From an optimization exercise on the open Yosys and OpenROAD flow, aimed at small area; shortcuts taken in it are not production practice.
Where RTL was checked, it was by simulation tests only, not by an equivalence proof against the original.
The clock input has no modelled driver; a real chip could not lean on it and would need a root buffer or a full tree.
No activity file was given, so power comes from the tool's default toggle rates.

Setup of run Z:
==> flow/design.v <==
module i2c_drive(clk,rst_n,bit_ctrl,i2c_enable,i2c_rh_wl,i2c_addr,i2c_data_w,i2c_data_r,i2c_done,scl,sda_in,sda_out,sda_dir);
	input clk;
	input rst_n;
	input bit_ctrl;
	input i2c_enable;
	input i2c_rh_wl;
	input [15:0] i2c_addr;
	input [7:0] i2c_data_w;
	output reg [7:0] i2c_data_r;
	output i2c_done;
	output scl;
	input sda_in;
	output sda_out;
	output sda_dir;
	localparam IDLE=3'd0, SA=3'd1, A16=3'd2, A8=3'd3, DW=3'd4, AR=3'd5, DR=3'd6, STOP=3'd7;
	reg [2:0] state;
	reg [3:0] slot;		 
	reg [1:0] g;		 
	reg wr_flag;		 
	reg [23:0] sh;		 
	wire qa = g==2'b00;	 
	wire qd = g==2'b10;	 
	wire s_idle = state==IDLE;
	wire s_sa   = state==SA;
	wire s_a16  = state==A16;
	wire s_a8   = state==A8;
	wire s_dw   = state==DW;
	wire s_ar   = state==AR;
	wire s_dr   = state==DR;
	wire s_stop = state==STOP;
	wire lng = s_sa | s_ar;
	wire [3:0] last = s_stop ? 4'd3 : lng ? 4'd9 : 4'd8;
	wire ph_end = qd & (slot==last);
	wire shift = ~slot[3] & ((qd & (s_a16 | s_a8 | s_dw | (s_sa & ~bit_ctrl))) | (qa & s_dr));
	always @(posedge clk)
		if (s_idle)
			wr_flag <= i2c_rh_wl;
	wire hold = ~s_idle & ~shift;
	always @(posedge clk) begin
		sh <= ({24{s_idle}} & {i2c_addr, i2c_data_w}) | ({24{shift}} & {sh[22:0], sda_in}) | ({24{hold}} & sh);
	end
	always @(posedge clk) begin
		if (s_idle)
			slot <= 4'd15;
		else if (ph_end)
			slot <= 4'd0;
		else if (qd)
			slot <= slot + 4'd1;
	end
	always @(posedge clk or negedge rst_n) begin
		if (!rst_n) begin
			state <= IDLE;
			g <= 2'b10;
		end else begin
			g <= s_idle ? 2'b10 : {g[0], ~g[1]};
			case (state)
				IDLE: if (i2c_enable) state <= SA;
				SA:   if (ph_end) state <= bit_ctrl ? A16 : A8;
				A16:  if (ph_end) state <= A8;
				A8:   if (ph_end) state <= wr_flag ? AR : DW;
				DW:   if (ph_end) state <= STOP;
				AR:   if (ph_end) state <= DR;
				DR:   if (ph_end) state <= STOP;
				STOP: if (ph_end) state <= IDLE;
			endcase
		end
	end
	always @(posedge clk or negedge rst_n) begin
		if (!rst_n)
			i2c_data_r <= 8'd0;
		else if (s_dr & slot[3] & g==2'b11)
			i2c_data_r <= sh[7:0];
	end
	assign i2c_done = s_idle & ~g[1];
	assign scl = g[0] | s_idle | (s_sa & (slot==4'd15 | (slot==4'd0 & ~qd))) | (s_stop & ~(slot==4'd0 & qa));
	assign sda_dir = s_dr ? slot[3] : ~(slot==last & (lng | s_a16 | s_a8 | s_dw));
	reg bitv;
	always @(*) begin
		case (state)
			SA:   bitv = slot==4'd0 ? qa : (slot[0] & (~slot[2] | slot[3]));
			AR:   bitv = slot==4'd0 ? ~g[1] : (slot[0] & (~slot[2] | slot[3])) | (slot[3] & ~slot[0]);
			A16, A8, DW: bitv = sh[23];
			STOP: bitv = slot!=4'd0 | qd;
			default: bitv = 1'b1;
		endcase
	end
	assign sda_out = bitv;
endmodule
export LEC_CHECK = 0
export CAP_MARGIN = 20
export CORE_MARGIN = 2
export CORE_UTILIZATION = 40
export SLEW_MARGIN = 20
create_clock -name core_clock -period 5.0 [get_ports {clk}]
standard.sh (not shown) runs the stock make flow with config.mk's settings and CLKGATE_MAP_FILE= SYNTH_SCRIPT=/design/flow/synth_recipe.tcl, a recipe that flattens the netlist after the stock synthesis.
==> flow/flow/run.sh <==
#!/bin/bash
# The standard layout (standard.sh) with these changes:
#  - Yosys's technology mapping (abc) uses an area-oriented script
#    (flow/abc_area_map.script) in place of ORFS's delay-oriented one; the
#    registers come from the standard synthesis unchanged, abc maps only the
#    combinational logic;
#  - ports are buffered with the smallest buffer (buf_1);
#  - the clock tree is built by flow/manual_cts.tcl: the clock port drives one
#    root buffer, which drives one leaf buffer per cluster of registers.
# ORFS's scripts are copied here and patched; each tool's log stays in
# orfs/logs, and make's output in flow_standard.log.
set -euo pipefail
here=$(pwd)
rm -rf "$here/orfs_scripts"
cp -r "$FLOW_HOME/scripts" "$here/orfs_scripts"
cp "$here/flow/abc_area_map.script" "$here/orfs_scripts/abc_speed.script"
cp "$here/flow/abc_area_map.script" "$here/orfs_scripts/abc_area.script"
python3 - "$here/orfs_scripts/cts.tcl" "$here/flow/manual_cts.tcl" <<'PY'
import sys
p, m = sys.argv[1], sys.argv[2]
s = open(p).read()
old = "log_cmd clock_tree_synthesis {*}$cts_args"
assert old in s
s = s.replace(old, "source %s\nmanual_clock_tree sky130_fd_sc_hd__clkbuf_1 sky130_fd_sc_hd__clkbuf_8 3\ndetailed_placement" % m)
open(p, "w").write(s)
PY
export SCRIPTS_DIR="$here/orfs_scripts"
export BUFFER_PORTS_ARGS="-buffer_cell sky130_fd_sc_hd__buf_1"
bash standard.sh > "$here/flow_standard.log" 2>&1
Other scripts of this flow, unchanged in this note and not shown: flow/flow/abc_area_map.script, flow/flow/manual_cts.tcl
### run Z -> run A
diff --git a/flow/design.v b/flow/design.v
--- a/flow/design.v
+++ b/flow/design.v
@@ -16,9 +16,10 @@
 	reg [2:0] state;
 	reg [3:0] slot;		 
 	reg [1:0] g;		 
 	reg wr_flag;		 
-	reg [23:0] sh;		 
+	reg [15:0] addr_t;
+	reg [7:0] sh;		 
 	wire qa = g==2'b00;	 
 	wire qd = g==2'b10;	 
 	wire s_idle = state==IDLE;
 	wire s_sa   = state==SA;
@@ -30,15 +31,16 @@
 	wire s_stop = state==STOP;
 	wire lng = s_sa | s_ar;
 	wire [3:0] last = s_stop ? 4'd3 : lng ? 4'd9 : 4'd8;
 	wire ph_end = qd & (slot==last);
-	wire shift = ~slot[3] & ((qd & (s_a16 | s_a8 | s_dw | (s_sa & ~bit_ctrl))) | (qa & s_dr));
-	always @(posedge clk)
-		if (s_idle)
+	wire shift = ~slot[3] & ((qd & s_dw) | (qa & s_dr));
+	always @(posedge clk) begin
+		if (s_idle) begin
+			addr_t <= i2c_addr;
+			sh <= i2c_data_w;
 			wr_flag <= i2c_rh_wl;
-	wire hold = ~s_idle & ~shift;
-	always @(posedge clk) begin
-		sh <= ({24{s_idle}} & {i2c_addr, i2c_data_w}) | ({24{shift}} & {sh[22:0], sda_in}) | ({24{hold}} & sh);
+		end else if (shift)
+			sh <= {sh[6:0], sda_in};
 	end
 	always @(posedge clk) begin
 		if (s_idle)
 			slot <= 4'd15;
@@ -68,9 +70,9 @@
 	always @(posedge clk or negedge rst_n) begin
 		if (!rst_n)
 			i2c_data_r <= 8'd0;
 		else if (s_dr & slot[3] & g==2'b11)
-			i2c_data_r <= sh[7:0];
+			i2c_data_r <= sh;
 	end
 	assign i2c_done = s_idle & ~g[1];
 	assign scl = g[0] | s_idle | (s_sa & (slot==4'd15 | (slot==4'd0 & ~qd))) | (s_stop & ~(slot==4'd0 & qa));
 	assign sda_dir = s_dr ? slot[3] : ~(slot==last & (lng | s_a16 | s_a8 | s_dw));
@@ -78,9 +80,11 @@
 	always @(*) begin
 		case (state)
 			SA:   bitv = slot==4'd0 ? qa : (slot[0] & (~slot[2] | slot[3]));
 			AR:   bitv = slot==4'd0 ? ~g[1] : (slot[0] & (~slot[2] | slot[3])) | (slot[3] & ~slot[0]);
-			A16, A8, DW: bitv = sh[23];
+			A16:  bitv = addr_t[{1'b1, ~slot[2:0]}];
+			A8:   bitv = addr_t[{1'b0, ~slot[2:0]}];
+			DW:   bitv = sh[7];
 			STOP: bitv = slot!=4'd0 | qd;
 			default: bitv = 1'b1;
 		endcase
 	end
[summary]
No stage failed in run A, and the final checks on the layout all came back clean. Run Z: PASS, flow complete, no timing, DRC or antenna violations. There was hardly any difference in area share of fa/ha/maj cells after synthesis between run A and run Z. The core of run A is less densely filled than that of run Z. Per the comparison of run A with run Z, minimum setup slack after placement saw an increase; total placed cells including tap cells saw a decrease; share of post-route cells with drive strength above 1 saw little to no change. | count of fill cells added during filler insertion | higher: run A |. Diff run Z -> run A | design area | up by a few percent. In the metrics for run A and run Z, the one carrying the lower maximum achievable frequency is run A.
In every run of this note, the design's own scripts or RTL, not TritonCTS, make the clock network.

* * *

Setup of juniper:
RTL: the design.v shown in full above, as it stands there.
==> flow/config.mk <==
export PLATFORM = sky130hd
export DESIGN_NAME = i2c_drive
export DESIGN_NICKNAME = i2c_drive
export VERILOG_FILES = /design/flow/design.v
export SDC_FILE = /design/flow/constraint.sdc
export NUM_CORES = 4
export LEC_CHECK = 0
export CAP_MARGIN = 20
export CORE_MARGIN = 2
export CORE_UTILIZATION = 40
export SLEW_MARGIN = 20
==> flow/constraint.sdc <==
create_clock -name core_clock -period 5.0 [get_ports {clk}]
set_input_delay 1.0000 -clock core_clock [delete_from_list [all_inputs] [get_ports {clk}]]
set_output_delay 1.0000 -clock core_clock [all_outputs]
set_load 0.01 [all_outputs]
==> flow/flow/run.sh <==
#!/bin/bash
# The standard layout (standard.sh) with these changes:
#  - Yosys's technology mapping (abc) uses an area-oriented script
#    (flow/abc_area_map.script) in place of ORFS's delay-oriented one; the
#    registers come from the standard synthesis unchanged, abc maps only the
#    combinational logic;
#  - ports are buffered with the smallest buffer (buf_1);
#  - the clock tree is built by flow/manual_cts.tcl: the clock port drives one
#    root buffer, which drives one leaf buffer per cluster of registers.
# ORFS's scripts are copied here and patched; each tool's log stays in
# orfs/logs, and make's output in flow_standard.log.
set -euo pipefail
here=$(pwd)
rm -rf "$here/orfs_scripts"
cp -r "$FLOW_HOME/scripts" "$here/orfs_scripts"
cp "$here/flow/abc_area_map.script" "$here/orfs_scripts/abc_speed.script"
cp "$here/flow/abc_area_map.script" "$here/orfs_scripts/abc_area.script"
python3 - "$here/orfs_scripts/cts.tcl" "$here/flow/manual_cts.tcl" <<'PY'
import sys
p, m = sys.argv[1], sys.argv[2]
s = open(p).read()
old = "log_cmd clock_tree_synthesis {*}$cts_args"
assert old in s
s = s.replace(old, "source %s\nmanual_clock_tree sky130_fd_sc_hd__clkbuf_1 sky130_fd_sc_hd__buf_4 5\ndetailed_placement" % m)
open(p, "w").write(s)
PY
export SCRIPTS_DIR="$here/orfs_scripts"
export BUFFER_PORTS_ARGS="-buffer_cell sky130_fd_sc_hd__buf_1"
bash standard.sh > "$here/flow_standard.log" 2>&1
Other scripts of this flow, unchanged in this note and not shown: flow/flow/abc_area_map.script, flow/flow/manual_cts.tcl
juniper completed end to end with timing, DRC and antenna clean.
Input changes introduced in delta (baseline for comparison: juniper):
--- a/flow/design.v
+++ b/flow/design.v
@@ -44,18 +44,20 @@
 			slot <= 4'd15;
 		else if (ph_end)
 			slot <= 4'd0;
 		else if (qd)
 			slot <= slot + 4'd1;
 	end
+	always @(posedge clk)
+		g[0] <= ~s_idle & ~g[1];
 	always @(posedge clk or negedge rst_n) begin
 		if (!rst_n) begin
 			state <= IDLE;
-			g <= 2'b10;
+			g[1] <= 1'b1;
 		end else begin
-			g <= s_idle ? 2'b10 : {g[0], ~g[1]};
+			g[1] <= s_idle | g[0];
 			case (state)
 				IDLE: if (i2c_enable) state <= SA;
 				SA:   if (ph_end) state <= bit_ctrl ? A16 : A8;
 				A16:  if (ph_end) state <= A8;
 				A8:   if (ph_end) state <= wr_flag ? AR : DW;
 				DW:   if (ph_end) state <= STOP;
Results
Every run in the comparison, delta and juniper, completed the flow with a clean layout. delta reports a higher internal power consumption than juniper does. Comparing delta and juniper, the higher detail-routed net length per standard cell is on delta. Of the two values seen for most common library cell in the layout ignoring fill and taps, sky130_fd_sc_hd__clkinv_1 was produced by juniper and sky130_fd_sc_hd__buf_1 by delta. In delta, the design area came out 0.50% below the value in juniper. Relative to juniper, the via-per-instance ratio measured on delta has increased slightly. On delta: critical path depth in cells is 1 higher than what juniper gave. met2 routed wirelength of delta is on par with juniper. Sort delta and juniper by combinational share of power, descending, and delta comes first. Of delta and juniper, the lower global-route usage belongs to juniper. From juniper to delta the numbers moved as follows: area after synthesis -about 1.2%; fraction of area in registers held. NOTE last weighted congestion value of the routability-driven placer juniper->delta increased by a few percent. In the flow results for delta and juniper, the post-route clock skew is larger on delta.
In every run of this note, the design's own scripts or RTL, not TritonCTS, make the clock network.

* * *

## pepper
i2c_drive, a different RTL version from the one above (not shown whole).
Size in the first run: about 42 flip-flops, ~42 I/O pins, about 1700 µm² of cells after synthesis.
==> module i2c_drive, before the edit <==
module i2c_drive(clk,rst_n,bit_ctrl,i2c_enable,i2c_rh_wl,i2c_addr,i2c_data_w,i2c_data_r,i2c_done,scl,sda_in,sda_out,sda_dir);
	input clk;
	input rst_n;
	input bit_ctrl;
	input i2c_enable;
	input i2c_rh_wl;
	input [15:0] i2c_addr;
	input [7:0] i2c_data_w;
	output reg [7:0] i2c_data_r;
	output i2c_done;
	output scl;
	input sda_in;
	output sda_out;
	output sda_dir;
	localparam IDLE=3'd0, SA=3'd1, A16=3'd2, A8=3'd3, DW=3'd4, AR=3'd5, DR=3'd6, STOP=3'd7;
	reg [2:0] state;
	reg [3:0] slot;		 
	reg [1:0] g;		 
	reg wr_flag;		 
	reg [23:0] sh;		 
	wire qa = g==2'b00;	 
	wire qd = g==2'b10;	 
	wire s_idle = state==IDLE;
	wire s_sa   = state==SA;
	wire s_a16  = state==A16;
	wire s_a8   = state==A8;
	wire s_dw   = state==DW;
	wire s_ar   = state==AR;
	wire s_dr   = state==DR;
	wire s_stop = state==STOP;
	wire lng = s_sa | s_ar;
	wire at9 = slot[3] & ~slot[1] & slot[0];	 
	wire at_last = s_stop ? (slot[1] & slot[0]) : lng ? at9 : slot[3];
	wire ph_end = qd & at_last;
	wire shift = ~slot[3] & ((qd & (s_a16 | s_a8 | s_dw | (s_sa & ~bit_ctrl))) | (qa & s_dr));
	always @(posedge clk)
		if (s_idle)
			wr_flag <= i2c_rh_wl;
	wire hold = ~s_idle & ~shift;
	always @(posedge clk) begin
		sh <= ({24{s_idle}} & {i2c_addr, i2c_data_w}) | ({24{shift}} & {sh[22:0], sda_in}) | ({24{hold}} & sh);
	end
	always @(posedge clk) begin
		if (s_idle)
			slot <= 4'd15;
		else if (ph_end)
			slot <= 4'd0;
		else if (qd)
			slot <= slot + 4'd1;
	end
	always @(posedge clk)
		g[0] <= ~s_idle & ~g[1];
	always @(posedge clk or negedge rst_n) begin
		if (!rst_n) begin
			state <= IDLE;
			g[1] <= 1'b1;
		end else begin
			g[1] <= s_idle | g[0];
			case (state)
				IDLE: if (i2c_enable) state <= SA;
				SA:   if (ph_end) state <= bit_ctrl ? A16 : A8;
				A16:  if (ph_end) state <= A8;
				A8:   if (ph_end) state <= wr_flag ? AR : DW;
				DW:   if (ph_end) state <= STOP;
				AR:   if (ph_end) state <= DR;
				DR:   if (ph_end) state <= STOP;
				STOP: if (ph_end) state <= IDLE;
			endcase
		end
	end
	always @(posedge clk or negedge rst_n) begin
		if (!rst_n)
			i2c_data_r <= 8'd0;
		else if (s_dr & slot[3] & g==2'b11)
			i2c_data_r <= sh[7:0];
	end
	assign i2c_done = s_idle & ~g[1];
	assign scl = g[0] | s_idle
		| (s_sa & ((slot[3] & slot[1]) | (slot==4'd0 & ~qd)))
		| (s_stop & (slot[1] | slot[0] | ~qa));
	assign sda_dir = s_dr ? slot[3] : ~(at_last & ~s_idle & ~s_stop);
	reg bitv;
	always @(*) begin
		case (state)
			SA:   bitv = slot==4'd0 ? qa : (slot[0] & (~slot[2] | slot[3]));
			AR:   bitv = slot==4'd0 ? ~g[1] : (slot[3] | (slot[0] & ~slot[2]));
			A16, A8, DW: bitv = sh[23];
			STOP: bitv = slot[1] | slot[0] | qd;
			default: bitv = 1'b1;
		endcase
	end
	assign sda_out = bitv;
endmodule
==> flow/config.mk <==
export PLATFORM = sky130hd
export DESIGN_NAME = i2c_drive
export DESIGN_NICKNAME = i2c_drive
export VERILOG_FILES = /design/flow/design.v
export SDC_FILE = /design/flow/constraint.sdc
export NUM_CORES = 4
export LEC_CHECK = 0
export CAP_MARGIN = 20
export CORE_MARGIN = 2
export CORE_UTILIZATION = 40
export SLEW_MARGIN = 20
==> flow/constraint.sdc <==
create_clock -name core_clock -period 5.0 [get_ports {clk}]
set_input_delay 1.0000 -clock core_clock [delete_from_list [all_inputs] [get_ports {clk}]]
set_output_delay 1.0000 -clock core_clock [all_outputs]
set_load 0.01 [all_outputs]
==> flow/flow/run.sh <==
#!/bin/bash
# The standard layout (standard.sh) with these changes:
#  - Yosys's technology mapping (abc) uses an area-oriented script
#    (flow/abc_area_map.script) in place of ORFS's delay-oriented one; the
#    registers come from the standard synthesis unchanged, abc maps only the
#    combinational logic;
#  - ports are buffered with the smallest buffer (buf_1);
#  - no timing repair at floorplan, and power (size) recovery after global
#    routing;
#  - the clock tree is built by flow/manual_cts.tcl: the clock port drives one
#    root buffer, which drives one leaf buffer per cluster of registers.
# ORFS's scripts are copied here and patched; each tool's log stays in
# orfs/logs, and make's output in flow_standard.log.
set -euo pipefail
here=$(pwd)
rm -rf "$here/orfs_scripts"
cp -r "$FLOW_HOME/scripts" "$here/orfs_scripts"
cp "$here/flow/abc_area_map.script" "$here/orfs_scripts/abc_speed.script"
cp "$here/flow/abc_area_map.script" "$here/orfs_scripts/abc_area.script"
python3 - "$here/orfs_scripts/cts.tcl" "$here/flow/manual_cts.tcl" <<'PY'
import sys
p, m = sys.argv[1], sys.argv[2]
s = open(p).read()
old = "log_cmd clock_tree_synthesis {*}$cts_args"
assert old in s
s = s.replace(old, "source %s\nmanual_clock_tree sky130_fd_sc_hd__clkbuf_1 sky130_fd_sc_hd__buf_4 5\ndetailed_placement\nsize_clock_leaves 0.100 {sky130_fd_sc_hd__buf_4 sky130_fd_sc_hd__buf_6 sky130_fd_sc_hd__buf_8 sky130_fd_sc_hd__buf_12}\ndetailed_placement" % m)
open(p, "w").write(s)
PY
export SCRIPTS_DIR="$here/orfs_scripts"
export BUFFER_PORTS_ARGS="-buffer_cell sky130_fd_sc_hd__buf_1"
# no timing repair before placement (it upsizes drivers of high-fanout nets
# that placement buffers anyway), and downsizing of non-critical cells after
# global routing
export REMOVE_ABC_BUFFERS=1
export RECOVER_POWER=100
bash standard.sh > "$here/flow_standard.log" 2>&1
Other scripts of this flow, unchanged in this note and not shown: flow/flow/abc_area_map.script, flow/flow/manual_cts.tcl
In summary, pepper completed successfully, with a layout that passed the timing, design-rule and antenna checks.
Input changes introduced in yarrow (baseline for comparison: pepper):
--- a/flow/design.v
+++ b/flow/design.v
@@ -13,5 +13,5 @@
 	output sda_out;
 	output sda_dir;
-	localparam IDLE=3'd0, SA=3'd1, A16=3'd2, A8=3'd3, DW=3'd4, AR=3'd5, DR=3'd6, STOP=3'd7;
+	localparam IDLE=3'd0, SA=3'd2, A16=3'd1, A8=3'd3, DW=3'd6, AR=3'd7, DR=3'd5, STOP=3'd4;
 	reg [2:0] state;
 	reg [3:0] slot;		 
@@ -47,5 +47,5 @@
 			slot <= 4'd0;
 		else if (qd)
-			slot <= slot + 4'd1;
+			slot <= {slot[3] ^ (slot[2] & slot[1] & slot[0]), slot[2] ^ (slot[1] & slot[0]), slot[1] ^ slot[0], ~slot[0]};
 	end
 	always @(posedge clk)
Notes after the runs:
Across yarrow and pepper, none had a timing, DRC or antenna violation.
yarrow reports a lower leakage component of the power than pepper does.
When yarrow is measured against pepper, its met2 track demand over resource turns out 2.3 points higher.
Measured against yarrow, the total met3 wirelength after detailed routing of pepper comes out at 1.2 times the reference value.
The fraction of power spent switching nets in yarrow was higher than what pepper gave.
yarrow gives more maximum operating frequency than pepper did.
Taking pepper over yarrow, the first-iteration DRC count ratio works out to 0.846.
Number of enable-type register cells in the synthesized netlist: pepper vs yarrow identical
Global-route usage ends up lower on pepper.
yarrow and pepper ended up with nearly the same final design utilization.
pepper → yarrow: via count down 28; sequential share of layout area now sits higher; simple-gate share of the synthesized area saw a decrease; endpoint required time on the critical path has increased.
No functional check of the RTL was part of yarrow. No run of this note takes its clock network from TritonCTS; it comes from the design's own scripts or RTL.

## what the ideal ports hide
The results above use ideal ports. As a check the final layouts listed here were re-extracted and re-timed, cells and wires unchanged.
Step 1 (the two cells are an assumption about what drives the block):
set clk [get_ports {clk}]
set_driving_cell -lib_cell sky130_fd_sc_hd__clkbuf_16 $clk
set_driving_cell -lib_cell sky130_fd_sc_hd__buf_2 [delete_from_list [all_inputs] $clk]
Step 2, shift: input delay + t, output delay - t, t = (earliest + latest rising clock arrival at the registers) / 2. This alone moves slack from input paths to output paths.
Three values: ideal ports, drivers, drivers and shift; two values: the first two.
run	shift t [ns]	slack for setup (ns)	worst setup path at the end	latest minus earliest clock arrival (ns)
run Z	0.459	1.631 / 1.609 / 1.563	input to register	0.021 / 0.021
run A	0.510	1.330 / 1.308 / 1.818	register to output	0.012 / 0.012
juniper	0.510	1.584 / 1.558 / 1.561	input to register	0.022 / 0.021
delta	0.495	0.913 / 0.891 / 1.386	register to output	0.033 / 0.033
pepper	0.526	1.459 / 1.437 / 1.464	register to register	0.013 / 0.013
yarrow	0.514	1.587 / 1.587 / 1.587	register to register	0.014 / 0.014
After both steps every run listed still meets setup and hold. The setup slack of run Z, which loses most, moves by -0.022 ns with the drivers and by -0.068 ns with both steps.
